Context: an optimization exercise on an open-source flow, tuned for small area, a short achievable clock period and few clock cycles per item. The choices shown serve that exercise and are no tape-out recipe.
At most, simulation tests tie the RTL to the original design; equivalence was not proved.
Only the layout flow was run in runs 1 to 4; the RTL was not checked for function there.

### flow/design.v
module sha256_counter_i (
    input wire        i_clk,
    input wire        i_rst,
    input wire        clr_i,
    input wire        cnt_i_en,
    output reg [7:0]  i
);
    always @(posedge i_clk or negedge i_rst) begin
        if (!i_rst) begin
            i <= 0;
        end else begin
            if (clr_i) i <= 0;
            else if (cnt_i_en) i <= i + 8'd1;
            else i <= i;
        end
    end
endmodule
module sha256_counter_j (
    input wire        i_clk,
    input wire        i_rst,
    input wire        clr_j,
    input wire        cnt_j_en,
    output reg [6:0]  j
);
    always @(posedge i_clk or negedge i_rst) begin
        if (!i_rst) begin
            j <= 0;
        end else begin
            if (clr_j) j <= 0;
            else if (cnt_j_en) j <= j + 7'd1;
            else j <= j;
        end
    end
endmodule
module sha256_functions (
    input  wire [5:0]  j,
    output reg  [31:0] k_j
);
    always @(*) begin
        case (j)
            6'd0: k_j = 32'h71374491;
            6'd1: k_j = 32'hb5c0fbcf;
            6'd2: k_j = 32'he9b5dba5;
            6'd3: k_j = 32'h3956c25b;
            6'd4: k_j = 32'h59f111f1;
            6'd5: k_j = 32'h923f82a4;
            6'd6: k_j = 32'hab1c5ed5;
            6'd7: k_j = 32'hd807aa98;
            6'd8: k_j = 32'h12835b01;
            6'd9: k_j = 32'h243185be;
            6'd10: k_j = 32'h550c7dc3;
            6'd11: k_j = 32'h72be5d74;
            6'd12: k_j = 32'h80deb1fe;
            6'd13: k_j = 32'h9bdc06a7;
            6'd14: k_j = 32'hc19bf174;
            6'd15: k_j = 32'he49b69c1;
            6'd16: k_j = 32'hefbe4786;
            6'd17: k_j = 32'h0fc19dc6;
            6'd18: k_j = 32'h240ca1cc;
            6'd19: k_j = 32'h2de92c6f;
            6'd20: k_j = 32'h4a7484aa;
            6'd21: k_j = 32'h5cb0a9dc;
            6'd22: k_j = 32'h76f988da;
            6'd23: k_j = 32'h983e5152;
            6'd24: k_j = 32'ha831c66d;
            6'd25: k_j = 32'hb00327c8;
            6'd26: k_j = 32'hbf597fc7;
            6'd27: k_j = 32'hc6e00bf3;
            6'd28: k_j = 32'hd5a79147;
            6'd29: k_j = 32'h06ca6351;
            6'd30: k_j = 32'h14292967;
            6'd31: k_j = 32'h27b70a85;
            6'd32: k_j = 32'h2e1b2138;
            6'd33: k_j = 32'h4d2c6dfc;
            6'd34: k_j = 32'h53380d13;
            6'd35: k_j = 32'h650a7354;
            6'd36: k_j = 32'h766a0abb;
            6'd37: k_j = 32'h81c2c92e;
            6'd38: k_j = 32'h92722c85;
            6'd39: k_j = 32'ha2bfe8a1;
            6'd40: k_j = 32'ha81a664b;
            6'd41: k_j = 32'hc24b8b70;
            6'd42: k_j = 32'hc76c51a3;
            6'd43: k_j = 32'hd192e819;
            6'd44: k_j = 32'hd6990624;
            6'd45: k_j = 32'hf40e3585;
            6'd46: k_j = 32'h106aa070;
            6'd47: k_j = 32'h19a4c116;
            6'd48: k_j = 32'h1e376c08;
            6'd49: k_j = 32'h2748774c;
            6'd50: k_j = 32'h34b0bcb5;
            6'd51: k_j = 32'h391c0cb3;
            6'd52: k_j = 32'h4ed8aa4a;
            6'd53: k_j = 32'h5b9cca4f;
            6'd54: k_j = 32'h682e6ff3;
            6'd55: k_j = 32'h748f82ee;
            6'd56: k_j = 32'h78a5636f;
            6'd57: k_j = 32'h84c87814;
            6'd58: k_j = 32'h8cc70208;
            6'd59: k_j = 32'h90befffa;
            6'd60: k_j = 32'ha4506ceb;
            6'd61: k_j = 32'hbef9a3f7;
            6'd62: k_j = 32'hc67178f2;
            default: k_j = 32'h428a2f98;
        endcase
    end
endmodule
module sha256_add (
    input  wire [31:0] x,
    input  wire [31:0] y,
    output wire [31:0] s
);
    reg [31:0] g, p;
    integer i, d;
    always @(*) begin
        g = x & y;
        p = x ^ y;
        for (d = 1; d < 32; d = d * 2)
            for (i = 2 * d - 1; i < 32; i = i + 2 * d) begin
                g[i] = g[i] | (p[i] & g[i - d]);
                p[i] = p[i] & p[i - d];
            end
        for (d = 8; d >= 1; d = d / 2)
            for (i = 3 * d - 1; i < 32; i = i + 2 * d) begin
                g[i] = g[i] | (p[i] & g[i - d]);
                p[i] = p[i] & p[i - d];
            end
    end
    assign s = x ^ y ^ {g[30:0], 1'b0};
endmodule
module sha256_scheduler (
    input  wire         clk,
    input  wire [511:0] i_block,
    input  wire [5:0]   k,
    output wire [31:0]  W_out
);
    reg [511:0] win;    
    function [31:0] sigma0(input [31:0] x);
        sigma0 = {x[6:0], x[31:7]} ^ {x[17:0], x[31:18]} ^ (x >> 3);
    endfunction
    function [31:0] sigma1(input [31:0] x);
        sigma1 = {x[16:0], x[31:17]} ^ {x[18:0], x[31:19]} ^ (x >> 10);
    endfunction
    wire [31:0] o1 = win[9*32 +: 32], o2 = win[0 +: 32];
    wire [31:0] o3 = sigma0(win[1*32 +: 32]), o4 = sigma1(win[14*32 +: 32]);
    wire [31:0] s1 = o1 ^ o2 ^ o3;
    wire [31:0] c1 = {(o1[30:0] & o2[30:0]) | (o1[30:0] & o3[30:0]) | (o2[30:0] & o3[30:0]), 1'b0};
    wire [31:0] s2 = s1 ^ c1 ^ o4;
    wire [31:0] c2 = {(s1[30:0] & c1[30:0]) | (s1[30:0] & o4[30:0]) | (c1[30:0] & o4[30:0]), 1'b0};
    wire [31:0] w_new;
    sha256_add u_add (.x(s2), .y(c2), .s(w_new));
    wire [31:0] w_blk = i_block[511 - 32*k[3:0] -: 32];
    wire [31:0] w_in  = (k[5:4] != 2'd0) ? w_new : w_blk;
    always @(posedge clk) win <= {w_in, win[511:32]};
    assign W_out = win[511:480];
endmodule
module sha_256(
    input wire i_clk,
    input wire i_rst,
    input wire i_enable,
    input [511:0] i_data,
    input [7:0] i_N,
    output reg [255:0] o_data,
    output reg o_done
);
    localparam [255:0] IV = {32'h6a09e667, 32'hbb67ae85, 32'h3c6ef372, 32'ha54ff53a,
                             32'h510e527f, 32'h9b05688c, 32'h1f83d9ab, 32'h5be0cd19};
    reg  [5:0]  k;        
    reg         fin;      
    reg         first;    
    reg  [7:0]  nrem;     
    reg         is_new;   
    reg  [31:0] a, b, c, d, e, f, g, h;
    reg  [31:0] hk;       
    reg  [31:0] kq;       
    wire busy   = ~o_done;
    wire [7:0] nrem_n = is_new ? i_N : nrem - 8'd1;
    wire hsh    = busy & ((k[5:1] == 5'b11111) | (k == 6'd0));
    wire [31:0] w;
    wire [31:0] k_j;
    sha256_scheduler u_scheduler (
        .clk(i_clk),
        .i_block(i_data),
        .k(k),
        .W_out(w)
    );
    sha256_functions u_functions (
        .j(k),
        .k_j(k_j)
    );
    function [31:0] CH(input [31:0] x, y, z);
        CH = (x & y) ^ (~x & z);
    endfunction
    function [31:0] MAJ(input [31:0] x, y, z);
        MAJ = (x & y) ^ (x & z) ^ (y & z);
    endfunction
    function [31:0] SIG0(input [31:0] x);
        SIG0 = {x[1:0], x[31:2]} ^ {x[12:0], x[31:13]} ^ {x[21:0], x[31:22]};
    endfunction
    function [31:0] SIG1(input [31:0] x);
        SIG1 = {x[5:0], x[31:6]} ^ {x[10:0], x[31:11]} ^ {x[24:0], x[31:25]};
    endfunction
    wire [31:0] s1 = SIG1(e);
    wire [31:0] ch = CH(e, f, g);
    wire [31:0] s0 = SIG0(a);
    wire [31:0] mj = MAJ(a, b, c);
    function [31:0] FS(input [31:0] x, y, z);
        FS = x ^ y ^ z;
    endfunction
    function [31:0] FC(input [31:0] x, y, z);
        FC = {(x[30:0] & y[30:0]) | (x[30:0] & z[30:0]) | (y[30:0] & z[30:0]), 1'b0};
    endfunction
    wire [31:0] a_n = hk + w + s1 + ch + s0 + mj;
    wire [31:0] e_n = d + hk + w + s1 + ch;
    wire [31:0] H0 = o_data[255:224], H1 = o_data[223:192], H2 = o_data[191:160], H3 = o_data[159:128];
    wire [31:0] H4 = o_data[127:96],  H5 = o_data[95:64],   H6 = o_data[63:32],   H7 = o_data[31:0];
    wire [255:0] start = is_new ? IV : o_data;
    wire [31:0] hk_in = o_done ? (is_new ? IV[31:0] : H7) : g;
    wire [31:0] hk_n, h3a, h7e;
    sha256_add u_addk (.x(hk_in), .y(o_done ? 32'h428a2f98 : kq), .s(hk_n));
    sha256_add u_addh (.x(H3), .y(a), .s(h3a));
    sha256_add u_addl (.x(H7), .y(e), .s(h7e));
    always @(posedge i_clk or negedge i_rst) begin
        if (!i_rst) begin
            o_done <= 1'b0;
            k      <= 6'd0;
            fin    <= 1'b0;
            first  <= 1'b0;
            nrem   <= 8'd1;
            is_new <= 1'b1;
        end else if (o_done) begin
            if (i_enable) begin
                o_done <= 1'b0;
                k      <= 6'd1;
                first  <= is_new;
                nrem   <= nrem_n;
                is_new <= (nrem_n == 8'd1);
            end
        end else if (fin) begin
            fin    <= 1'b0;
            o_done <= 1'b1;
        end else if (k == 6'd0) begin
            fin <= 1'b1;
        end else begin
            k <= k + 6'd1;
        end
    end
    always @(posedge i_clk) begin
        if (o_done) begin
            {a, b, c, d, e, f, g, h} <= start;
            kq <= 32'h71374491;
        end else begin
            a <= a_n; b <= a; c <= b; d <= c;
            e <= e_n; f <= e; g <= f; h <= g;
            kq <= k_j;
        end
        hk <= hk_n;
    end
    always @(posedge i_clk) begin
        if (busy & first & (k == 6'd1)) begin
            o_data <= IV;
        end else if (hsh) begin
            o_data <= {h3a, H0, H1, H2, h7e, H4, H5, H6};
        end
    end
endmodule
### flow/run.sh
#!/bin/bash
# synth_recipe.tcl (not shown) runs the flow's synth.tcl, then flattens the netlist and writes it again
# the make line also repeats each setting of config.mk as NAME=value (left out here)
make -C /OpenROAD-flow-scripts/flow DESIGN_CONFIG=/design/flow/config.mk WORK_HOME=/design/flow/orfs CLKGATE_MAP_FILE= SYNTH_SCRIPT=/design/flow/synth_recipe.tcl finish
### flow/config.mk
export PLATFORM = sky130hd
export DESIGN_NAME = sha_256
export DESIGN_NICKNAME = sha_256
export VERILOG_FILES = /design/flow/design.v
export SDC_FILE = /design/flow/constraint.sdc
export NUM_CORES = 4
export LEC_CHECK = 0
export CAP_MARGIN = 20
export CORE_MARGIN = 2
export CORE_UTILIZATION = 40
export SETUP_SLACK_MARGIN = 5
export SLEW_MARGIN = 20
### flow/constraint.sdc
create_clock -name core_clock -period 10.0 [get_ports {i_clk}]
set_input_delay 2.0000 -clock core_clock [delete_from_list [all_inputs] [get_ports {i_clk}]]
set_output_delay 2.0000 -clock core_clock [all_outputs]
set_load 0.01 [all_outputs]
==> reports/metrics.cfg, run 1 <==
[outcome]
status=timing/DRC/antenna clean

[floorplan]
die_h_um=371
start_util_pct=40.4
num_io_pins=780
core_area_um2=134000
rows=134
die-area_um2=138000
fp.dieW_um=371

[cells_and_area]
layout_commonest_cell=dfxtp_1
layout.nets=7147
utilization_pct=50.5
fillers=12200
instances_no_fill=7948
layout-drive-gt1-share_pct=9.59
area.sequential_um2=21700
largestRegisters=u_scheduler.win x512, o_data x256
top_register=u_scheduler.win
area_growth_pct=25.1
final_area_um2=67500
largest_reg_flops=512
multi_input_area_um2=30000
final_cell_mix=dfxtp_1, clkdlybuf4s50_1, nand2_1

[sta]
max_freq_mhz=202
hold_viol=0
tns_ns=0
period_needed_ns=4.95
rsz0062_at_grt=true
drv_slew=0
min_period_over_period_pct=49.5
clock_skew_ns=0.0759
relSlewSlack_pct=28.5
worst_slew_pin_slew_ns=1.07
setup_viol=0

[global_route]
grt-ovfl-total=0
antenna_found_initial=34
grtUsageTotal_pct=33.3
grt_pass1_vias=41800
grt_max_degree=161
grt_first_pass_wirelength_mm=325

[yosys]
synth-edff-count=0
synth_cell_types=72
postSynthCellCount=5472
synth_top_family_by_area=adder cells
avgSynthCellArea_um2=9.86
synth_compound_area_share_pct=11.5
yosysSeqAreaShare_pct=40.0
syn_area_um2=54000
ys_async_sr_fraction_pct=1.68
synth_simple_gate_area_share_pct=11.6
synth_fa_ha_area_share_pct=17.5
synth_xor_area_share_pct=6.00
ys_warn_count=4
synthFlopType=dfxtp_1
ys_ff_latch=1074
syn-num-nets=6535
synth_mux_area_share_pct=7.77

[clocking]
ctsHoldBuffers=0
cts_max_level=3
cts_buffer_depth=3
numCtsBuffers=104
clk_latency_ns=0.76
cts-root-buf=clkbuf_16
cts_tree=done
clock-sinks=1074
clkTransAtPathRegs_ns=0.06

[placed_design]
dp_cells=7717
io_buffers=779
place_area_um2=63000
place.gp.congestion=0.985
hpwl_mm=187

[detailed_routing]
wl_per_cell_um=29.4
antenna_left=0
vias=44100
drc=0
first_pass_iters=6
vias_per_cell=5.54
drtIter0Drc=5029
detail_route.wirelength_mm=234

[min_path]
worstHoldPathCells=0
worstHoldPathType=flip-flop to flip-flop
hold_start=u_scheduler.win[402]

[setup_path]
crit_type=flip-flop to flip-flop
r2r_start=e[16]
required_ns=10.58
crit_start=e[16]
worstSetupStartpointType=flip-flop
cp-end-kind=flip-flop
path_max_fanout=6
arrival_ns=5.53
ff2ff_path_depth=17

[run]
cap_violations=0

metrics by stage:
step | hold slack [ns] | worst slack [ns]
2_1_floorplan | 0.310 | 5.26
3_3_place_gp | 0.310 | 4.58
3_5_place_dp | 0.312 | 4.55
4_1_cts | 0.309 | 5.00
5_1_grt | 0.319 | 4.85
6_report | 0.311 | 5.05
critical path: stages, from the launching register on:
cell,delay (ns)
dfxtp_4,0.40
xnor2_2,0.28
xnor2_2,0.17
fa_1,0.47
fa_1,0.51
inv_1,0.05
fa_1,0.48
inv_1,0.04
ha_1,0.39
a21o_1,0.25
nand2_1,0.10
nand4b_1,0.16
a31oi_2,0.28
o211ai_1,0.20
o221ai_2,0.33
nor2b_1,0.11
or4_1,0.40
and4_1,0.16
logic make-up (layout without fill, tap and decap cells):
logic type	after synthesis	after routing
AOI/OAI and AO/OA	1002	1002
xor gates and xnor gates	370	370
adders and majority gates	555	555
buffers and inverters	788	1486
DFF	1074	1074
muxes	210	210
other	0	10
and+or+nand+nor	1473	1473
layout make-up:
cell class | count | share of cell area, %
flip-flops and latches | 1074 | 32.2
inverters | 445 | 2.48
clock inverters | 39 | 0.676
multi-input cells | 3610 | 44.4
diodes | 10 | 0.0371
repair buffers | 849 | 12.5
clock buffers | 153 | 4.50
well taps | 1768 | 3.28
synthesized netlist by cell type, types with 22 or more instances:
library cell,instances,area share (%)
ha_1,201,4.7
fa_1,339,13
o21ai_0,196,1.8
a211oi_1,48,0.67
o2bb2ai_1,77,1.2
mux2_2,23,0.48
nor2_1,368,2.6
mux2i_1,22,0.41
o22ai_1,34,0.39
inv_1,443,3.1
xor2_1,134,2.2
clkbuf_1,260,1.8
a31oi_1,32,0.37
a21o_1,81,1.1
or2_2,24,0.28
nand3_1,181,1.7
nor2b_1,32,0.37
buf_2,36,0.33
mux4_2,165,6.9
buf_1,44,0.31
nand2b_1,28,0.32
nand2_1,712,5.0
dfxtp_1,1056,39
nor3_1,50,0.46
xnor2_1,236,3.8
a21oi_1,378,3.5
path summary, 6_finish.rpt:
kind,end,slack (ns)
worst max register to register,e[31],5.05
worst min-delay path,u_scheduler.win[370],0.31
worst min register to register,u_scheduler.win[370],0.31
min in group asynchronous,nrem[7],1.29
worst max-delay path,e[31],5.05
max in group asynchronous,k[0],8.23
per-layer routing:
| metal | up-vias | share of wire, % | global-route usage, % |
|---|---|---|---|
| met4 | 4 | 2.0 | 6.42 |
| met2 | 2001 | 42 | 47.6 |
| li1 | 19600 | - | - |
| met5 | - | 0.012 | 0 |
| met3 | 239 | 8.3 | 6.33 |
| met1 | 22200 | 48 | 51.9 |
what timing repair did:
item | 4_1_cts | 5_1_grt
setup endpoints to repair | 35 | 30
setup buffers | 5 | 23
gates resized for setup | 72 | 92
pin swaps | 7 | 31
cloned | 1 | 0
==> inputs of run 2 (changes only) <==
--- a/flow/config.mk
+++ b/flow/config.mk
@@ -9,4 +9,4 @@
 export CORE_MARGIN = 2
 export CORE_UTILIZATION = 40
-export SETUP_SLACK_MARGIN = 5
+export SETUP_SLACK_MARGIN = 3
 export SLEW_MARGIN = 20
==> reports/metrics.cfg, run 2 <==
[cells_and_area]
final_cell_mix=dfxtp_1, clkdlybuf4s50_1, nand2_1
layout.nets=7118  ; -0.41%
layout-drive-gt1-share_pct=7.25  ; -2.3 points
fillers=12300  ; +0.66%
area.sequential_um2=21600  ; -0.46%
area_growth_pct=23.3
largest_reg_flops=512  ; unchanged
instances_no_fill=7918  ; -0.38%
top_register=u_scheduler.win
layout_commonest_cell=dfxtp_1
largestRegisters=u_scheduler.win x512, o_data x256
multi_input_area_um2=29400  ; -1.9%

[run]
cap_violations=0  ; unchanged

[placed_design]
io_buffers=779  ; unchanged
place.gp.congestion=0.985  ; unchanged
dp_cells=7717  ; unchanged
hpwl_mm=187  ; unchanged

[clocking]
ctsHoldBuffers=0  ; unchanged
cts-root-buf=clkbuf_16
cts_resized=0  ; -100%
cts_tree=done
cts_buffer_depth=3  ; unchanged
numCtsBuffers=104  ; unchanged
clock-sinks=1074  ; unchanged
clkTransAtPathRegs_ns=0.07  ; about the same
cts_setup_buffers=0  ; -5
cts_max_level=3  ; unchanged
clk_latency_ns=0.76  ; about the same

[yosys]
yosysSeqAreaShare_pct=40.0  ; unchanged
syn-num-nets=6535  ; unchanged
ys_warn_count=4  ; unchanged
synthTopCellsByArea=dfxtp_1, fa_1, mux4_2
synth-edff-count=0  ; unchanged
postSynthCellCount=5472  ; unchanged
ys_ff_latch=1074  ; unchanged
synth_area_leader_cell=dfxtp_1
yosysMostFrequentCell=dfxtp_1
synth_cell_types=72  ; unchanged
ys_async_sr_fraction_pct=1.68  ; unchanged
avgSynthCellArea_um2=9.86  ; unchanged
synth_top_area_share_pct=39.2  ; unchanged
syn_area_um2=54000  ; unchanged
synthFlopType=dfxtp_1
netlist_top_cells_count=dfxtp_1, nand2_1, inv_1, a21oi_1, nor2_1

[global_route]
grt_first_pass_wirelength_mm=324  ; -0.45%
grt-ovfl-total=0  ; unchanged
grt_max_degree=166  ; +3.1%
grt_pass1_vias=41700  ; -0.32%
antenna_found_initial=38  ; +12%
grtUsageTotal_pct=33.2  ; -0.14 points

[setup_path]
required_ns=10.59  ; about the same
cp_cell_sequence=xnor2_1 > xnor2_1 > fa_1 > fa_1 > inv_1 > fa_1 > inv_1 > ha_1 > nor2b_1 > o2111ai_1 > nand4b_1 > a31oi_1 > o211ai_1 > o221ai_2 > nor2b_1 > or4_1 > and4_1
crit_type=flip-flop to flip-flop
arrival_ns=6.24  ; +0.71 ns
crit_slowest_cell=dfxtp_1
critical_path_buf_inv_count=2  ; unchanged
critical_path.max_stage_delay_ns=0.61  ; +0.10 ns
path_max_fanout=7  ; +1
cp-end-kind=flip-flop
path_delay_family=adder cells
worstSetupStartpointType=flip-flop
path_common_cell=fa_1

[detailed_routing]
detail_route.wirelength_mm=232  ; -0.84%
drc=0  ; unchanged
antenna_left=0  ; unchanged
vias=43700  ; -0.86%
vias_per_cell=5.52  ; -0.49%
first_pass_iters=8  ; +2
drtIter0Drc=5118  ; +1.8%
wl_per_cell_um=29.3  ; -0.47%

[outcome]
status=timing/DRC/antenna clean

[sta]
clock_skew_ns=0.0721  ; -0.00381 ns
worst_slew_pin_slew_ns=1.13  ; +0.0574 ns
max_freq_mhz=177  ; -12%
tns_ns=0  ; unchanged
hold_ws_ns=0.311  ; +0.000115 ns
drv_slew=0  ; unchanged
rsz0062_at_grt=false
setup_viol=0  ; unchanged
min_period_over_period_pct=56.5  ; +7.0 points
relSlewSlack_pct=24.7  ; -3.8 points
period_needed_ns=5.65  ; +0.697 ns
hold_viol=0  ; unchanged

[floorplan]
fp.dieW_um=371  ; unchanged
start_util_pct=40.4  ; unchanged
die_h_um=371  ; unchanged
num_io_pins=780  ; unchanged
core_area_um2=134000  ; unchanged
die-area_um2=138000  ; unchanged
rows=134  ; unchanged

[min_path]
worstHoldPathType=flip-flop to flip-flop

[run 2: per-stage QoR]
| stage | worst slack, ns | util, % | cell area, um2 |
|---|---|---|---|
| after floorplan | 5.26 | - | 54000 |
| after global placement | 4.58 | 47.2 | 63000 |
| after detailed placement | 4.55 | 47.2 | 63000 |
| after CTS | 4.37 | 49.8 | 66500 |
| after global routing | 4.09 | 49.8 | 66500 |
| final | 4.35 | 49.8 | 66600 |
[run 2: kinds of logic after synthesis]
| family | synth area share [%] |
|---|---|
| AND/OR/NAND/NOR | 11.6 |
| AO/OA/AOI/OAI | 11.5 |
| XOR/XNOR | 6.00 |
| buffers and inverters | 5.59 |
| adder cells (fa/ha/maj) | 17.5 |
| flip-flops | 40.0 |
| multiplexers | 7.77 |
[run 2: final cells by class]
class                           count  area share [%]
Clock buffer                      153            4.56
Inverter                          445            2.52
Clock inverter                     39           0.686
Tap cell                         1768            3.32
Sequential cell                  1074            32.5
Antenna cell                        9          0.0338
Multi-Input combinational cell   3610            44.2
Timing Repair Buffer              820            12.2
[run 2: final timing paths]
check	from	end	slack (ns)	depth (start not counted)
setup reg to reg	e[14]	e[31]	4.35	17
min in group asynchronous	i_rst	nrem[7]	1.28	1
hold reg to reg	u_scheduler.win[402]	u_scheduler.win[370]	0.31	0
max in group asynchronous	i_rst	o_done	8.28	1
hold / removal	u_scheduler.win[402]	u_scheduler.win[370]	0.31	0
setup / recovery	e[14]	e[31]	4.35	17
[run 2: metal layers]
metal	vias up	GRT usage, %	wire length [um]
met5	-	0	27
met4	4	6.54	4420
met3	211	6.22	19200
met2	2007	47.2	96800
met1	21900	51.9	112000
li1	19500	-	-
==> inputs of run 3 (changes only) <==
==> flow/flow/run.sh (new file) <==
#!/bin/bash
# Own layout flow: the standard ORFS flow with a few settings changed.
#  - ports are buffered with a plain buffer instead of the delay buffer the
#    resizer picks by default
set -euo pipefail
export BUFFER_PORTS_ARGS="-buffer_cell sky130_fd_sc_hd__buf_1"
export SETUP_SLACK_MARGIN=6

bash standard.sh > standard_flow.log 2>&1
==> flow/standard.sh (new file) <==
#!/bin/bash
# synth_recipe.tcl (not shown) runs the flow's synth.tcl, then flattens the netlist and writes it again
# the make line also repeats each setting of config.mk as NAME=value (left out here)
make -C /OpenROAD-flow-scripts/flow DESIGN_CONFIG=/design/flow/config.mk WORK_HOME=/design/flow/orfs CLKGATE_MAP_FILE= SYNTH_SCRIPT=/design/flow/synth_recipe.tcl "${@:-finish}"
--- a/flow/config.mk
+++ b/flow/config.mk
@@ -9,4 +9,3 @@
 export CORE_MARGIN = 2
 export CORE_UTILIZATION = 40
-export SETUP_SLACK_MARGIN = 3
 export SLEW_MARGIN = 20
removed: flow/run.sh
==> reports/metrics.cfg, run 3 <==
[clocking]
cts-root-buf=clkbuf_16
cts_tree=done
ctsHoldBuffers=0  ; unchanged
cts_buffer_depth=3  ; unchanged
clkTransAtPathRegs_ns=0.06  ; about the same
numCtsBuffers=104  ; unchanged
clock-sinks=1074  ; unchanged
cts_max_level=3  ; unchanged
clk_latency_ns=0.75  ; about the same

[sta]
max_freq_mhz=202  ; +14%
drv_slew=0  ; unchanged
min_period_over_period_pct=49.5  ; -7.0 points
rsz0062_at_grt=true
worst_slew_pin_slew_ns=1.12  ; -0.0103 ns
setup_viol=0  ; unchanged
period_needed_ns=4.95  ; -0.696 ns
clock_skew_ns=0.0586  ; -0.0135 ns
setup_slack_ns=5.05  ; +0.696 ns
hold_viol=0  ; unchanged
tns_ns=0  ; unchanged
relSlewSlack_pct=25.3  ; +0.69 points

[yosys]
syn_area_um2=54000  ; unchanged
postSynthCellCount=5472  ; unchanged
synthTopCellsByArea=dfxtp_1, fa_1, mux4_2
synthFlopType=dfxtp_1
yosysMostFrequentCell=dfxtp_1
ys_warn_count=4  ; unchanged
synth_area_leader_cell=dfxtp_1
synth_cell_types=72  ; unchanged
synth-edff-count=0  ; unchanged
ys_ff_latch=1074  ; unchanged
yosysSeqAreaShare_pct=40.0  ; unchanged
synth_top_area_share_pct=39.2  ; unchanged
netlist_top_cells_count=dfxtp_1, nand2_1, inv_1, a21oi_1, nor2_1
avgSynthCellArea_um2=9.86  ; unchanged
syn-num-nets=6535  ; unchanged
ys_async_sr_fraction_pct=1.68  ; unchanged

[setup_path]
worstSetupStartpointType=flip-flop
path_common_cell=buf_6
crit_type=flip-flop to flip-flop
cp-end-kind=flip-flop
critical_path.max_stage_delay_ns=0.55  ; -0.06 ns
cp_cell_sequence=xnor2_4 > xnor2_4 > fa_1 > inv_2 > fa_1 > fa_1 > inv_1 > ha_2 > inv_2 > fa_2 > nor2b_4 > o2111ai_4 > nand4b_1 > a31oi_4 > buf_6 > buf_6 > buf_6 > buf_6 > buf_6 > o21ai_4 > nand3_2 > nand2_2 > xnor2_2 > o21ai_1
required_ns=10.62  ; +0.03 ns
arrival_ns=5.57  ; -0.67 ns
crit_slowest_cell=fa_1
path_max_fanout=4  ; -3

[placed_design]
dp_slack_ns=4.64  ; +0.0961 ns
hpwl_mm=183  ; -2.5%
place.gp.congestion=1.05  ; +7.0%
io_buffers=779  ; unchanged

[floorplan]
core_area_um2=134000  ; unchanged
start_util_pct=40.4  ; unchanged
die_h_um=371  ; unchanged
rows=134  ; unchanged
fp.dieW_um=371  ; unchanged
die-area_um2=138000  ; unchanged
num_io_pins=780  ; unchanged

[global_route]
grt_first_pass_wirelength_mm=322  ; -0.59%
grtUsageTotal_pct=33.0  ; -0.25 points
grt_max_degree=184  ; +11%
antenna_found_initial=55  ; +45%
grt_pass1_vias=42600  ; +2.3%
grt-ovfl-total=0  ; unchanged

[cells_and_area]
largestRegisters=u_scheduler.win x512, o_data x256
final_cell_mix=dfxtp_1, buf_1, nand2_1
area_growth_pct=22.8
layout.nets=7272  ; +2.2%
largest_reg_flops=512  ; unchanged
top_register=u_scheduler.win
layout_commonest_cell=dfxtp_1
layout-drive-gt1-share_pct=16.0  ; +8.8 points

[detailed_routing]
drc=0  ; unchanged
antenna_left=0  ; unchanged
detail_route.wirelength_mm=234  ; +1.0%
first_pass_iters=6  ; -2
vias=45100  ; +3.2%
drtIter0Drc=4719  ; -7.8%
vias_per_cell=5.58  ; +1.1%
wl_per_cell_um=29.0  ; -1.0%

[run]
cap_violations=0  ; unchanged

[outcome]
status=timing/DRC/antenna clean

[min_path]
worstHoldPathType=flip-flop to flip-flop

==> run 3: cell count changes in the layout (fill, tap and decap cells not counted), sizes merged, moves of 4 or more <==
cell / change
clkdlybuf4s50: -778
buf: +919
bufbuf: +6
diode: +14
inv: +4
clkinv: -6
==> run 3: path summary, 6_finish.rpt <==
check                                          start  slack, ns                   end  depth (start not counted)
worst min-delay path            u_scheduler.win[348]       0.31  u_scheduler.win[316]                          0
worst min register to register  u_scheduler.win[348]       0.31  u_scheduler.win[316]                          0
worst max-delay path                           e[12]       5.05                 e[19]                         24
max in group asynchronous                      i_rst       8.32                o_done                          1
min in group asynchronous                      i_rst       1.24               nrem[6]                          1
worst max register to register                 e[12]       5.05                 e[19]                         24
==> run 3: layer usage <==
metal	part of all wire [%]	global-route usage, %
met5	0.066	0
met4	3.1	8.71
met3	9.8	8.56
met2	42	47.5
met1	45	48.6
==> run 3: metrics by stage <==
step	cell area (um2)	cells	hold WS [ns]	utilization [%]
2_1_floorplan	54800	5472	0.310	-
3_3_place_gp	58700	7714	0.310	43.9
3_5_place_dp	58700	7714	0.312	43.9
4_1_cts	64300	7987	0.305	48.1
5_1_grt	66300	8066	0.314	49.6
6_report	66300	8083	0.311	49.6
==> run 3: cells by family after synthesis <==
family                   after synthesis  synth area share [%]
flip-flops                          1074                  40.0
buffers and inverters                788                  5.59
adder cells (fa/ha/maj)              555                  17.5
AND/OR/NAND/NOR                     1473                  11.6
XOR/XNOR                             370                  6.00
AO/OA/AOI/OAI                       1002                  11.5
multiplexers                         210                  7.77
==> run 3: timing repair <==
| action | CTS | global route |
|---|---|---|
| gates resized for setup | 324 | 257 |
| gates cloned | 6 | 6 |
| setup endpoints to repair | 290 | 250 |
| pin swaps | 71 | 175 |
| setup buffers | 78 | 67 |
==> run 3: cell type report <==
type | count | area, um2
Sequential cell | 1074 | 21900
Tap cell | 1768 | 2210
Multi-Input combinational cell | 3611 | 31900
Timing Repair Buffer | 973 | 5060
Fill cell | 12200 | 67300
Clock inverter | 39 | 513
Inverter | 445 | 1690
Antenna cell | 23 | 57.6
Clock buffer | 150 | 3010
==> run 3: critical path: cells and delay by family (launching register included) <==
kind            cells  cell delay [ns]
compound gates      4             0.55
xor+xnor            3             0.45
fa+ha+maj           5             2.06
buf+inv             8             0.72
flops               1             0.38
simple gates        4             0.64
==> inputs of run 4 (changes only) <==
--- a/flow/flow/run.sh
+++ b/flow/flow/run.sh
@@ -6,4 +6,4 @@
 export BUFFER_PORTS_ARGS="-buffer_cell sky130_fd_sc_hd__buf_1"
 export SETUP_SLACK_MARGIN=6
-
+export ADDER_MAP_FILE=
 bash standard.sh > standard_flow.log 2>&1
==> reports/metrics.cfg, run 4 <==
[detailed_routing]
detail_route.wirelength_mm=249  ; +6.2%
antenna_left=0  ; unchanged
drtIter0Drc=5607  ; +19%
wl_per_cell_um=26.6  ; -8.3%
drc=0  ; unchanged
vias=53100  ; +18%
vias_per_cell=5.68  ; +1.7%
first_pass_iters=6  ; unchanged

[sta]
rsz0062_at_grt=true
drv_slew=0  ; unchanged
hold_ws_ns=0.311  ; +0.000194 ns
min_period_over_period_pct=65.1  ; +16 points
tns_ns=0  ; unchanged
clock_skew_ns=0.0736  ; +0.0150 ns
max_freq_mhz=154  ; -24%
relSlewSlack_pct=21.7  ; -3.7 points
setup_viol=0  ; unchanged
worst_slew_pin_slew_ns=1.17  ; +0.0549 ns
hold_viol=0  ; unchanged
period_needed_ns=6.51  ; +1.56 ns

[clocking]
clk_latency_ns=0.76  ; about the same
cts-root-buf=clkbuf_16
ctsHoldBuffers=0  ; unchanged
clock-sinks=1074  ; unchanged
numCtsBuffers=108  ; +3.8%
clkTransAtPathRegs_ns=0.06  ; about the same
cts_tree=done
cts_max_level=3  ; unchanged
cts_buffer_depth=3  ; unchanged

[outcome]
status=timing/DRC/antenna clean

[cells_and_area]
utilization_pct=49.0  ; -0.63 points
layout_commonest_cell=dfxtp_1
layout.nets=7870  ; +8.2%
largestRegisters=u_scheduler.win x512, o_data x256
final_cell_mix=dfxtp_1, nand2_1, buf_1
layout-drive-gt1-share_pct=15.2  ; -0.85 points
top_register=u_scheduler.win
instances_no_fill=9363  ; +16%
largest_reg_flops=512  ; unchanged
area_growth_pct=21.8

[floorplan]
core_area_um2=143000  ; +7.2%
start_util_pct=40.2  ; -0.19 points
num_io_pins=780  ; unchanged
die_h_um=384  ; +3.3%
fp.dieW_um=384  ; +3.3%
die-area_um2=147000  ; +6.7%
rows=139  ; +3.7%

[yosys]
ys_ff_latch=1074  ; unchanged
synth_cell_types=84  ; +17%
syn-num-nets=7094  ; +8.6%
avgSynthCellArea_um2=8.77  ; -11%
yosysSeqAreaShare_pct=37.5  ; -2.5 points
synthFlopType=dfxtp_1
synthTopCellsByArea=dfxtp_1, xnor2_1, nand2_1
synth_top_area_share_pct=36.7  ; -2.5 points
syn_area_um2=57600  ; +6.7%
ys_warn_count=4  ; unchanged
netlist_top_cells_count=dfxtp_1, nand2_1, xnor2_1, nor2_1, a21oi_1
ys_async_sr_fraction_pct=1.68  ; unchanged
synth-edff-count=0  ; unchanged
synth_area_leader_cell=dfxtp_1
yosysMostFrequentCell=dfxtp_1
postSynthCellCount=6571  ; +20%

[setup_path]
required_ns=10.65  ; +0.03 ns
path_max_fanout=4  ; unchanged
crit_type=flip-flop to flip-flop
r2r_start=a[1]
worstSetupStartpointType=flip-flop
arrival_ns=7.16  ; +1.59 ns
ff2ff_path_depth=22  ; -8.3%
cp-end-kind=flip-flop
r2r_slack_ns=3.49  ; -1.56 ns
reg2reg_to=o_data[255]
crit_start=a[1]

[global_route]
grtUsageTotal_pct=32.3  ; -0.61 points
antenna_found_initial=59  ; +7.3%
grt_pass1_vias=48400  ; +13%
grt_max_degree=172  ; -6.5%
grt-ovfl-total=0  ; unchanged
grt_first_pass_wirelength_mm=347  ; +8.0%

[placed_design]
io_buffers=779  ; unchanged
place.gp.congestion=1.00  ; -4.7%
hpwl_mm=188  ; +3.1%
dp_cells=8908  ; +15%

[min_path]
worstHoldPathCells=0  ; unchanged
hold_start=u_scheduler.win[145]
hold_end=u_scheduler.win[113]
worstHoldPathType=flip-flop to flip-flop

[run]
cap_violations=0  ; unchanged

## run 4: cell count changes after synthesis, sizes merged, moves of 201 or more
| cell | before | now |
|---|---|---|
| fa | 339 | 0 |
| ha | 201 | 0 |
| inv | 443 | 117 |
| maj3 | 15 | 249 |
| nand2 | 712 | 995 |
| nor2 | 368 | 614 |
| xnor2 | 236 | 680 |
## run 4: worst max-delay path by stage
| stage | end | slack (ns) | cells after the start |
|---|---|---|---|
| detailed placement | o_data[255] | 3.15 | 22 |
| finish | o_data[255] | 3.49 | 22 |
| global placement | o_data[255] | 3.18 | 22 |
| global route | o_data[255] | 3.33 | 22 |
| CTS | o_data[255] | 3.52 | 22 |
| floorplan | o_data[255] | 3.60 | 23 |
## run 4: worst max-delay path, cell delays in order, from the launching register on
cell and delay, ns:
dfxtp_4 0.36, o211ai_4 0.22, a31oi_4 0.12, maj3_2 0.34
maj3_2 0.33, maj3_2 0.37, a31oi_4 0.22, maj3_4 0.24
o211ai_4 0.08, maj3_2 0.32, a221o_1 0.32, maj3_2 0.36
a221oi_4 0.29, inv_2 0.05, maj3_2 0.33, maj3_2 0.34
maj3_2 0.36, maj3_2 0.34, maj3_2 0.36, maj3_2 0.34
maj3_2 0.35, a2111o_1 0.29, a31oi_1 0.12
## run 4: cells by family (layout without fill, tap and decap cells)
logic type      Yosys count  in the layout  share of synthesized area, %
simple gates           2030           2031                          14.7
compound gates         1448           1448                          15.4
flops                  1074           1074                          37.5
xor+xnor               1033           1033                          17.3
buf+inv                 514           1380                          3.37
fa+ha+maj               249            249                          4.36
mux                     223            223                          7.41
other cells               0             22                             0
## run 4: metrics by stage
step                worst slack (ns)  area (um2)
floorplan                       3.60       58300
global placement                3.18       62500
detailed placement              3.15       62500
CTS                             3.52       68900
global route                    3.33       70100
finish                          3.49       70200
## run 4: layout make-up
cell class / instances / area (um2)
flip-flops and latches: 1074 / 21800
diodes: 22 / 55.1
inverters: 119 / 458
repair buffers: 1060 / 5590
multi-input cells: 4984 / 36200
clock buffers: 148 / 3070
clock inverters: 53 / 693
fillers: 13600 / 73100
well taps: 1903 / 2380
## run 4: per-layer routing
metal	vias to the layer above	track usage (%)	wire, um
met3	323	6.49	23300
met4	26	8.40	7170
met1	26200	48.2	113000
met5	-	0	172
met2	2338	47.1	105000
li1	24300	-	-
## run 4: timing repair
action	4_1_cts	5_1_grt
resized for setup	317	150
cloned	4	2
endpoints found under the setup margin	139	216
buffers inserted	161	65
pin swaps	184	151
endpoints found under the hold margin	0	0
==> inputs of run 5 (changes only) <==
--- a/flow/design.v
+++ b/flow/design.v
@@ -211,6 +211,13 @@
         FC = {(x[30:0] & y[30:0]) | (x[30:0] & z[30:0]) | (y[30:0] & z[30:0]), 1'b0};
     endfunction
-    wire [31:0] a_n = hk + w + s1 + ch + s0 + mj;
-    wire [31:0] e_n = d + hk + w + s1 + ch;
+    wire [31:0] pa1 = FS(hk, w, ch),     qa1 = FC(hk, w, ch);
+    wire [31:0] pa2 = FS(s1, s0, mj),    qa2 = FC(s1, s0, mj);
+    wire [31:0] pa3 = FS(pa1, qa1, pa2), qa3 = FC(pa1, qa1, pa2);
+    wire [31:0] pa4 = FS(pa3, qa3, qa2), qa4 = FC(pa3, qa3, qa2);
+    wire [31:0] pe1 = FS(d, hk, w),      qe1 = FC(d, hk, w);
+    wire [31:0] pe2 = FS(pe1, qe1, ch),  qe2 = FC(pe1, qe1, ch);
+    wire [31:0] pe3 = FS(pe2, qe2, s1),  qe3 = FC(pe2, qe2, s1);
+    wire [31:0] a_n = pa4 + qa4;
+    wire [31:0] e_n = pe3 + qe3;
     wire [31:0] H0 = o_data[255:224], H1 = o_data[223:192], H2 = o_data[191:160], H3 = o_data[159:128];
     wire [31:0] H4 = o_data[127:96],  H5 = o_data[95:64],   H6 = o_data[63:32],   H7 = o_data[31:0];
--- a/flow/flow/run.sh
+++ b/flow/flow/run.sh
@@ -6,4 +6,4 @@
 export BUFFER_PORTS_ARGS="-buffer_cell sky130_fd_sc_hd__buf_1"
 export SETUP_SLACK_MARGIN=6
-export ADDER_MAP_FILE=
+
 bash standard.sh > standard_flow.log 2>&1
==> reports/metrics.cfg, run 5 <==
[outcome]
status=timing/DRC/antenna clean

[yosys]
ys_warn_count=4  ; unchanged
synth_top_family_by_area=adder cells
synth_area_leader_cell=dfxtp_1
synth-edff-count=0  ; unchanged
avgSynthCellArea_um2=9.70  ; +11%
synth_simple_gate_area_share_pct=12.1  ; -2.6 points
syn-num-nets=6676  ; -5.9%
yosysSeqAreaShare_pct=39.7  ; +2.2 points
ys_ff_latch=1074  ; unchanged
postSynthCellCount=5613  ; -15%
yosysMostFrequentCell=dfxtp_1
netlist_top_cells_count=dfxtp_1, nand2_1, inv_1, nor2_1, a21oi_1
synth_cell_types=85  ; +1.2%
ys_async_sr_fraction_pct=1.68  ; unchanged
synth_xor_area_share_pct=5.89  ; -11 points
synth_fa_ha_area_share_pct=17.1  ; +13 points
synth_top_area_share_pct=38.8  ; +2.1 points
synth_compound_area_share_pct=11.8  ; -3.6 points
syn_area_um2=54400  ; -5.5%
synth_mux_area_share_pct=7.53  ; +0.12 points
synthFlopType=dfxtp_1
synthTopCellsByArea=dfxtp_1, fa_1, mux4_2

[setup_path]
arrival_ns=5.55  ; -1.61 ns
required_ns=10.66  ; about the same
worstSetupStartpointType=flip-flop
cp-end-kind=flip-flop
crit_type=flip-flop to flip-flop
r2r_start=e[20]
r2r_slack_ns=5.12  ; +1.62 ns
ff2ff_path_depth=16  ; -27%
reg2reg_to=a[29]
path_max_fanout=5  ; +1

[floorplan]
start_util_pct=40.2  ; about the same
num_io_pins=780  ; unchanged
die_h_um=373  ; -2.8%
die-area_um2=139000  ; -5.5%
rows=135  ; -2.9%
core_area_um2=135000  ; -5.6%
fp.dieW_um=373  ; -2.8%

[cells_and_area]
layout_commonest_cell=dfxtp_1
top_register=u_scheduler.win
final_cell_mix=dfxtp_1, buf_1, nand2_1
layout-drive-gt1-share_pct=17.4  ; +2.3 points
largest_reg_flops=512  ; unchanged
largestRegisters=u_scheduler.win x512, o_data x256
layout.nets=7456  ; -5.3%
fillers=12600  ; -7.6%
instances_no_fill=8277  ; -12%
area_growth_pct=24.0

[sta]
relSlewSlack_pct=34.2  ; +13 points
clock_skew_ns=0.0690  ; -0.00456 ns
hold_viol=0  ; unchanged
period_needed_ns=4.88  ; -1.62 ns
tns_ns=0  ; unchanged
drv_slew=0  ; unchanged
worst_slew_pin_slew_ns=0.985  ; -0.189 ns
setup_viol=0  ; unchanged
max_freq_mhz=205  ; +33%
min_period_over_period_pct=48.8  ; -16 points
rsz0062_at_grt=true

[detailed_routing]
antenna_left=0  ; unchanged
dr_wl_met2_mm=111  ; +5.5%
detail_route.wirelength_mm=259  ; +4.1%
wl_met3_mm=23.0  ; -1.3%
met1_length_mm=117  ; +3.2%
routed.top_layer=met5
wl_per_cell_um=31.3  ; +18%
vias=46500  ; -13%
drc=0  ; unchanged
first_pass_iters=6  ; unchanged
drtIter0Drc=5180  ; -7.6%
vias_per_cell=5.61  ; -1.1%

[clocking]
cts_tree=done
clkTransAtPathRegs_ns=0.07  ; about the same
clk_latency_ns=0.74  ; -0.02 ns
cts-root-buf=clkbuf_16
ctsHoldBuffers=0  ; unchanged
cts_buffer_depth=3  ; unchanged
numCtsBuffers=102  ; -5.6%
cts_max_level=3  ; unchanged
clock-sinks=1074  ; unchanged

[global_route]
antenna_found_initial=59  ; unchanged
grt-ovfl-total=0  ; unchanged
grt_max_degree=183  ; +6.4%
grt_pass1_vias=44300  ; -8.4%
grt_first_pass_wirelength_mm=355  ; +2.1%
grtUsageTotal_pct=36.3  ; +4.0 points

[placed_design]
place.gp.congestion=1.02  ; +1.4%
dp_cells=7870  ; -12%
hpwl_mm=201  ; +6.6%
io_buffers=779  ; unchanged

[min_path]
worstHoldPathCells=0  ; unchanged
hold_start=u_scheduler.win[354]
hold_end=u_scheduler.win[322]
worstHoldPathType=flip-flop to flip-flop

[run]
cap_violations=0  ; unchanged

-- run 5: timing repair --
| action | CTS | global route |
|---|---|---|
| cloned | 12 | 1 |
| pin swaps | 173 | 167 |
| gates resized for setup | 459 | 225 |
| setup buffers | 124 | 63 |
| setup endpoints to repair | 170 | 173 |
-- run 5: final cells by class --
| cell class | instances | area (um2) | share of cell area (%) |
|---|---|---|---|
| sequential | 1074 | 21900 | 32.4 |
| tap | 1781 | 2230 | 3.30 |
| clock inverter | 51 | 678 | 1.00 |
| antenna | 20 | 50.0 | 0.0741 |
| inverter | 494 | 1870 | 2.78 |
| multi-input combinational | 3697 | 32400 | 48.0 |
| timing repair buffer | 1022 | 5480 | 8.11 |
| clock buffer | 136 | 2880 | 4.27 |
| timing repair inverter | 2 | 17.5 | 0.0259 |
-- run 5: critical path, stage by stage, from the launching register on --
cell and delay [ns]:
dfxtp_4 0.39, xor2_2 0.20, xnor2_2 0.30, fa_1 0.51, fa_1 0.55, inv_2 0.05, fa_1 0.52, ha_4 0.23
inv_4 0.05, o21bai_1 0.06, a2111o_1 0.40, a211o_1 0.38, o211ai_4 0.26, a31oi_4 0.14, a2111oi_4 0.47, nor4_2 0.10
nor3_2 0.19
-- run 5: how the worst max path moves through the flow --
stage	start	to	slack (ns)	cells after the start
3_5_place_dp	e[16]	a[27]	4.65	14
5_1_grt	e[13]	a[27]	5.05	16
2_1_floorplan	e[20]	a[27]	5.47	17
3_3_place_gp	e[16]	a[27]	4.69	14
6_report	e[20]	a[29]	5.12	16
4_1_cts	a[30]	a[29]	5.18	16
-- run 5: routing by layer --
metal | GRT usage [%] | up-vias
li1 | - | 20300
met1 | 53.6 | 23500
met2 | 53.7 | 2240
met3 | 7.29 | 405
met4 | 10.1 | 16
met5 | 0 | -
-- run 5: logic make-up after synthesis --
family          after synthesis
flops                      1074
xor+xnor                    366
buf+inv                     842
fa+ha+maj                   541
mux                         204
simple gates               1554
compound gates             1032
-- run 5: metrics by stage --
stage / setup WS [ns] / area [um2] / hold WS, ns / utilization (%)
2_1_floorplan: 5.47 / 54800 / 0.310 / -
6_report: 5.12 / 67500 / 0.320 / 49.9
4_1_cts: 5.18 / 65900 / 0.314 / 48.7
3_3_place_gp: 4.69 / 58900 / 0.310 / 43.6
3_5_place_dp: 4.65 / 58900 / 0.312 / 43.6
5_1_grt: 5.05 / 67500 / 0.324 / 49.9
Testbench counts of run 5, summed over its fixed seeds: cycles 32,274, blocks 489.
==> inputs of run 6 (changes only) <==
--- a/flow/flow/run.sh
+++ b/flow/flow/run.sh
@@ -6,4 +6,4 @@
 export BUFFER_PORTS_ARGS="-buffer_cell sky130_fd_sc_hd__buf_1"
 export SETUP_SLACK_MARGIN=6
-
+export ADDER_MAP_FILE=
 bash standard.sh > standard_flow.log 2>&1
==> reports/metrics.cfg, run 6 <==
[outcome]
status=timing/DRC/antenna clean

[placed_design]
place_area_um2=63600  ; +7.9%
place.gp.congestion=1.03  ; +0.71%
hpwl_mm=204  ; +1.7%
dp_slack_ns=4.83  ; +0.180 ns
dp_cells=8911  ; +13%
io_buffers=779  ; unchanged

[clocking]
ctsHoldBuffers=0  ; unchanged
cts_tree=done
numCtsBuffers=107  ; +4.9%
cts-root-buf=clkbuf_16
cts_buffer_depth=3  ; unchanged
clk_latency_ns=0.76  ; +0.02 ns
cts_max_level=3  ; unchanged
clock-sinks=1074  ; unchanged
clkTransAtPathRegs_ns=0.06  ; about the same

[global_route]
grt-ovfl-total=0  ; unchanged
grt_first_pass_wirelength_mm=374  ; +5.4%
antenna_found_initial=48  ; -19%
grt_pass1_vias=50800  ; +15%
grt_max_degree=169  ; -7.7%
grtUsageTotal_pct=34.1  ; -2.2 points

[setup_path]
required_ns=10.60  ; -0.06 ns
cp_cell_sequence=xnor3_2 > xnor2_2 > xor3_2 > xnor2_2 > a211oi_2 > o221a_2 > o31ai_4 > buf_4 > buf_6 > buf_6 > o31a_1 > or2_4 > a21o_1 > o221a_2 > o21ai_2 > xor2_2 > o21ai_2
reg2reg_to=u_scheduler.win[495]
critical_path.max_stage_delay_ns=0.52  ; -0.03 ns
cp-end-kind=flip-flop
crit_type=flip-flop to flip-flop
worstSetupStartpointType=flip-flop
arrival_ns=4.97  ; -0.58 ns
r2r_slack_ns=5.63  ; +0.51 ns
path_max_fanout=4  ; -1
critical_path_buf_inv_count=3  ; +1
crit_slowest_cell=xnor3_2
crit_start=u_scheduler.win[43]
ff2ff_path_depth=17  ; +1
r2r_start=u_scheduler.win[43]
path_delay_family=compound AO/OA/AOI/OAI gates

[sta]
min_period_over_period_pct=43.7  ; -5.1 points
worst_slew_pin_slew_ns=1.08  ; +0.0973 ns
clock_skew_ns=0.0530  ; -0.0161 ns
rsz0062_at_grt=true
hold_viol=0  ; unchanged
setup_viol=0  ; unchanged
max_freq_mhz=229  ; +12%
period_needed_ns=4.37  ; -0.511 ns
drv_slew=0  ; unchanged
relSlewSlack_pct=27.6  ; -6.7 points
setup_slack_ns=5.63  ; +0.511 ns
hold_ws_ns=0.298  ; -0.0218 ns
tns_ns=0  ; unchanged

[run]
cap_violations=0  ; unchanged

[yosys]
yosysMostFrequentCell=dfxtp_1
ys_ff_latch=1074  ; unchanged
synth_area_leader_cell=dfxtp_1
synthTopCellsByArea=dfxtp_1, xnor2_1, mux4_2
synth_cell_types=110  ; +29%
synth_top_area_share_pct=35.8  ; -3.1 points
postSynthCellCount=6504  ; +16%
syn_area_um2=59100  ; +8.6%
netlist_top_cells_count=dfxtp_1, nand2_1, xnor2_1, nor2_1, a21oi_1
yosysSeqAreaShare_pct=36.5  ; -3.1 points
ys_async_sr_fraction_pct=1.68  ; unchanged
syn-num-nets=7027  ; +5.3%
ys_warn_count=4  ; unchanged
avgSynthCellArea_um2=9.09  ; -6.3%
synthFlopType=dfxtp_1
synth-edff-count=0  ; unchanged

[cells_and_area]
layout_commonest_cell=dfxtp_1
layout-drive-gt1-share_pct=18.5  ; +1.1 points
largest_reg_flops=512  ; unchanged
area_growth_pct=23.6
utilization_pct=49.6  ; -0.30 points
final_cell_mix=dfxtp_1, nand2_1, buf_1
largestRegisters=u_scheduler.win x512, o_data x256
top_register=u_scheduler.win
final_area_um2=73100  ; +8.2%
instances_no_fill=9429  ; +14%
layout.nets=7917  ; +6.2%

[detailed_routing]
first_pass_iters=8  ; +2
antenna_left=0  ; unchanged
wl_per_cell_um=28.4  ; -9.2%
vias=55100  ; +19%
vias_per_cell=5.84  ; +4.1%
drtIter0Drc=6140  ; +19%
detail_route.wirelength_mm=268  ; +3.4%
drc=0  ; unchanged

[floorplan]
core_area_um2=147000  ; +8.9%
die_h_um=388  ; +4.2%
die-area_um2=151000  ; +8.5%
fp.dieW_um=388  ; +4.2%
start_util_pct=40.1  ; -0.093 points
rows=141  ; +4.4%
num_io_pins=780  ; unchanged

[min_path]
worstHoldPathCells=0  ; unchanged
hold_start=u_scheduler.win[421]
worstHoldPathType=flip-flop to flip-flop
hold_end=u_scheduler.win[389]

[run 6: cell count changes after synthesis, sizes merged, moves of 105 or more]
cell / before / now
xnor2: 204 / 644
inv: 494 / 91
fa: 339 / 0
maj3: 1 / 280
nor2: 418 / 620
ha: 201 / 0
nand2: 741 / 910
o21ai: 224 / 329
[run 6: kinds of logic (layout without fill, tap and decap cells)]
group                    after synthesis  after routing  share of synthesized area (%)
AND/OR/NAND/NOR                     1988           1989                           14.2
AO/OA/AOI/OAI                       1461           1461                           15.8
flip-flops                          1074           1074                           36.5
XOR/XNOR                            1016           1016                           18.3
buffers and inverters                458           1437                           3.10
adder cells (fa/ha/maj)              280            280                           4.76
multiplexers                         227            227                           7.32
other                                  0             15                              0
[run 6: area by class of cell]
| type | instances | area [um2] |
|---|---|---|
| fill | 13700 | 74300 |
| multi-input combinational | 4973 | 38300 |
| sequential | 1074 | 22000 |
| timing repair buffer | 1140 | 6120 |
| clock buffer | 147 | 3090 |
| tap | 1930 | 2410 |
| clock inverter | 52 | 722 |
| inverter | 96 | 379 |
| antenna | 15 | 37.5 |
| timing repair inverter | 2 | 17.5 |
[run 6: worst max-delay path by stage]
stage	endpoint	slack, ns	depth (start not counted)
after floorplan	a[23]	6.01	16
after global placement	a[29]	4.82	16
after detailed placement	a[29]	4.83	16
after CTS	u_scheduler.win[511]	5.66	15
after global routing	u_scheduler.win[511]	5.55	16
final	u_scheduler.win[495]	5.63	17
[run 6: repair_timing]
| action | CTS | global route |
|---|---|---|
| endpoints found under the setup margin | 276 | 177 |
| setup buffers | 194 | 105 |
| cloned | 5 | 0 |
| pin swaps | 181 | 203 |
| resized for setup | 549 | 244 |
[run 6: layer usage]
metal	GRT usage, %	vias to the layer above	share of wire, %
met4	11.8	6	3.9
met5	0	-	0.013
met1	49.0	27100	44
li1	-	24700	-
met2	51.3	2878	43
met3	5.97	439	8.8
[run 6: worst register-to-register path: cells and delay by family, from the launching register on]
| kind | cells | cell delay [ns] |
|---|---|---|
| flip-flops | 1 | 0.39 |
| XOR/XNOR | 5 | 1.52 |
| buffers and inverters | 3 | 0.37 |
| AND/OR/NAND/NOR | 1 | 0.25 |
| AO/OA/AOI/OAI | 8 | 1.68 |
==> inputs of run 7 (changes only) <==
--- a/flow/flow/run.sh
+++ b/flow/flow/run.sh
@@ -6,4 +6,4 @@
 export BUFFER_PORTS_ARGS="-buffer_cell sky130_fd_sc_hd__buf_1"
 export SETUP_SLACK_MARGIN=6
-export ADDER_MAP_FILE=
+
 bash standard.sh > standard_flow.log 2>&1
--- a/flow/config.mk
+++ b/flow/config.mk
@@ -6,4 +6,5 @@
 export NUM_CORES = 4
 export LEC_CHECK = 0
+export ABC_AREA = 1
 export CAP_MARGIN = 20
 export CORE_MARGIN = 2
==> reports/metrics.cfg, run 7 <==
[outcome]
status=timing/DRC/antenna clean

[setup_path]
critical_path.max_stage_delay_ns=0.51  ; about the same
cp_cell_sequence=buf_12 > xnor2_4 > xor2_2 > fa_1 > fa_1 > inv_2 > ha_4 > a21o_1 > a21oi_2 > nor2_1 > nor3_2 > nand2_4 > nand2_4 > nand2_4 > nand2_2 > nand2_2 > fa_2 > xnor2_2 > xnor2_2 > xor2_1 > nand2_1 > o21ai_2
path_max_fanout=3  ; -1
critical_path_buf_inv_count=2  ; -1
worstSetupStartpointType=flip-flop
arrival_ns=4.87  ; -0.10 ns
cp-end-kind=flip-flop
path_delay_family=adder cells
crit_type=flip-flop to flip-flop
required_ns=10.60  ; about the same
crit_slowest_cell=fa_1
path_common_cell=nand2_4

[yosys]
synth_cell_types=55  ; -50%
ys_warn_count=4  ; unchanged
ys_ff_latch=1074  ; unchanged
synth-edff-count=0  ; unchanged
synth_top_area_share_pct=38.3  ; +2.6 points
synthTopCellsByArea=dfxtp_1, fa_1, nand2_1
ys_async_sr_fraction_pct=1.68  ; unchanged
synthFlopType=dfxtp_1
postSynthCellCount=6630  ; +1.9%
avgSynthCellArea_um2=8.32  ; -8.4%
synth_area_leader_cell=dfxtp_1
syn-num-nets=7693  ; +9.5%
yosysMostFrequentCell=nand2_1
netlist_top_cells_count=nand2_1, dfxtp_1, inv_1, nor2_1, o21ai_0
syn_area_um2=55200  ; -6.7%
yosysSeqAreaShare_pct=39.1  ; +2.6 points

[floorplan]
die_h_um=375  ; -3.4%
num_io_pins=780  ; unchanged
core_area_um2=137000  ; -6.9%
rows=136  ; -3.5%
fp.dieW_um=375  ; -3.4%
die-area_um2=141000  ; -6.6%
start_util_pct=40.2  ; +0.099 points

[sta]
setup_viol=0  ; unchanged
period_needed_ns=4.27  ; -0.104 ns
min_period_over_period_pct=42.7  ; -1.0 points
drv_slew=0  ; unchanged
tns_ns=0  ; unchanged
worst_slew_pin_slew_ns=1.15  ; +0.0624 ns
clock_skew_ns=0.0269  ; -0.0261 ns
rsz0062_at_grt=true
relSlewSlack_pct=22.9  ; -4.7 points
max_freq_mhz=234  ; +2.4%
hold_viol=0  ; unchanged

[clocking]
ctsHoldBuffers=0  ; unchanged
cts_tree=done
cts-root-buf=clkbuf_16
clock-sinks=1074  ; unchanged
cts_max_level=3  ; unchanged
clkTransAtPathRegs_ns=0.06  ; about the same
clk_latency_ns=0.75  ; about the same
numCtsBuffers=110  ; +2.8%
cts_buffer_depth=3  ; unchanged

[detailed_routing]
drtIter0Drc=5021  ; -18%
first_pass_iters=6  ; -2
vias_per_cell=5.45  ; -6.7%
vias=51100  ; -7.3%
drc=0  ; unchanged
detail_route.wirelength_mm=266  ; -0.90%
wl_per_cell_um=28.3  ; -0.34%
antenna_left=0  ; unchanged

[cells_and_area]
largest_reg_flops=512  ; unchanged
largestRegisters=u_scheduler.win x512, o_data x256
final_area_um2=69200  ; -5.2%
area_growth_pct=25.5
layout.nets=8541  ; +7.9%
fillers=13100  ; -4.6%
top_register=u_scheduler.win
layout_commonest_cell=nand2_1
layout-drive-gt1-share_pct=15.1  ; -3.5 points
final_cell_mix=nand2_1, dfxtp_1, inv_1

[run]
cap_violations=0  ; unchanged

[global_route]
grt-ovfl-total=0  ; unchanged
grt_max_degree=161  ; -4.7%
met3_usage_pct=5.29  ; -0.68 points
grtUsageTotal_pct=36.0  ; +1.9 points
grt_use_met1_pct=47.6  ; -1.4 points
top_usage_layer=met2
grt_first_pass_wirelength_mm=365  ; -2.5%
antenna_found_initial=32  ; -33%
grt_pass1_vias=49300  ; -3.0%
use_met2_pct=57.8  ; +6.5 points

[placed_design]
hpwl_mm=206  ; +0.93%
io_buffers=779  ; unchanged
place_area_um2=59400  ; -6.6%
place.gp.congestion=1.01  ; -1.3%

[min_path]
worstHoldPathType=flip-flop to flip-flop

==> run 7: cell types whose count changed in the layout (fill, tap and decap cells not counted), sizes merged, moves of 88 or more <==
cell / delta
xnor2: -467
nand2: +234
xor2: -88
maj3: -280
nand3: +256
o21ai: +251
a21oi: -194
o211ai: +102
mux4: -160
fa: +339
buf: -95
ha: +201
xnor3: -88
inv: +733
==> run 7: cell families (layout without fill, tap and decap cells) <==
kind of cell,after synthesis,after routing,share of synthesized area (%)
flip-flops,1074,1074,39.1
XOR/XNOR,330,330,5.24
AND/OR/NAND/NOR,2302,2302,17.1
adder cells (fa/ha/maj),540,540,16.9
other,0,10,0
AO/OA/AOI/OAI,1244,1244,13.4
buffers and inverters,1140,2082,8.30
==> run 7: repair_timing <==
item                                    in CTS  in global routing
pin swaps                                  108                210
gates cloned                                 3                  9
resized for setup                          586                372
endpoints found under the setup margin     259                233
setup buffers                               90                119
==> run 7: cell type report <==
| class | count | area [um2] | share of cell area, % |
|---|---|---|---|
| multi-input combinational | 4416 | 32500 | 46.9 |
| sequential | 1074 | 22000 | 31.8 |
| timing repair inverter | 2 | 17.5 | 0.0253 |
| antenna | 10 | 25.0 | 0.0361 |
| clock buffer | 142 | 2980 | 4.31 |
| inverter | 821 | 3160 | 4.56 |
| clock inverter | 64 | 787 | 1.14 |
| tap | 1794 | 2240 | 3.24 |
| timing repair buffer | 1053 | 5560 | 8.03 |
==> run 7: final timing paths <==
kind                                      start              endpoint  slack (ns)  cells past startpoint
setup / recovery            u_scheduler.win[56]  u_scheduler.win[511]        5.73                     22
hold / removal             u_scheduler.win[146]  u_scheduler.win[114]        0.32                      0
setup reg to reg            u_scheduler.win[56]  u_scheduler.win[511]        5.73                     22
hold reg to reg            u_scheduler.win[146]  u_scheduler.win[114]        0.32                      0
max in group asynchronous                 i_rst                  k[0]        8.31                      2
min in group asynchronous                 i_rst               nrem[5]        1.29                      2
==> run 7: metrics by stage <==
| step | hold WS, ns | cells | util [%] | setup WS (ns) |
|---|---|---|---|---|
| floorplan | 0.310 | 6630 | - | 6.00 |
| global placement | 0.310 | 8939 | 43.3 | 4.92 |
| detailed placement | 0.312 | 8939 | 43.3 | 4.90 |
| CTS | 0.318 | 9238 | 48.4 | 5.73 |
| global route | 0.323 | 9370 | 50.5 | 5.58 |
| finish | 0.317 | 9376 | 50.5 | 5.73 |
==> run 7: routing by layer <==
metal / wire length (um) / up-vias
li1: - / 23000
met1: 110000 / 25200
met2: 121000 / 2256
met3: 18300 / 549
met4: 16300 / 16
met5: 123 / -

## port drivers added, routing unchanged
Ports are ideal in the flow. The routed layouts listed here were re-timed in OpenROAD.
Step 1 (the two cells are an assumption about what drives the block):
set clk [get_ports {i_clk}]
set_driving_cell -lib_cell sky130_fd_sc_hd__clkbuf_16 $clk
set_driving_cell -lib_cell sky130_fd_sc_hd__buf_2 [delete_from_list [all_inputs] $clk]
Step 2 moves the port delays by t, midway between the first and last clock arrival at a register: inputs arrive t later, outputs are due t later. That takes back most of the time a late clock gives input paths.
Three values: ideal ports, drivers, drivers and shift; two values: the first two.
| run | t (ns) | setup WS [ns] | worst setup path at the end |
|---|---|---|---|
| run 1 | 0.812 | 5.050 / 5.050 / 5.050 | register to register |
| run 2 | 0.811 | 4.353 / 4.310 / 4.353 | register to register |
| run 3 | 0.805 | 5.049 / 5.049 / 5.049 | register to register |
| run 4 | 0.801 | 3.492 / 3.492 / 3.492 | register to register |
| run 5 | 0.788 | 5.116 / 5.116 / 5.116 | register to register |
| run 6 | 0.813 | 5.626 / 5.626 / 5.626 | register to register |
| run 7 | 0.820 | 5.731 / 5.731 / 5.731 | register to register |
After both steps every run listed still meets setup and hold.
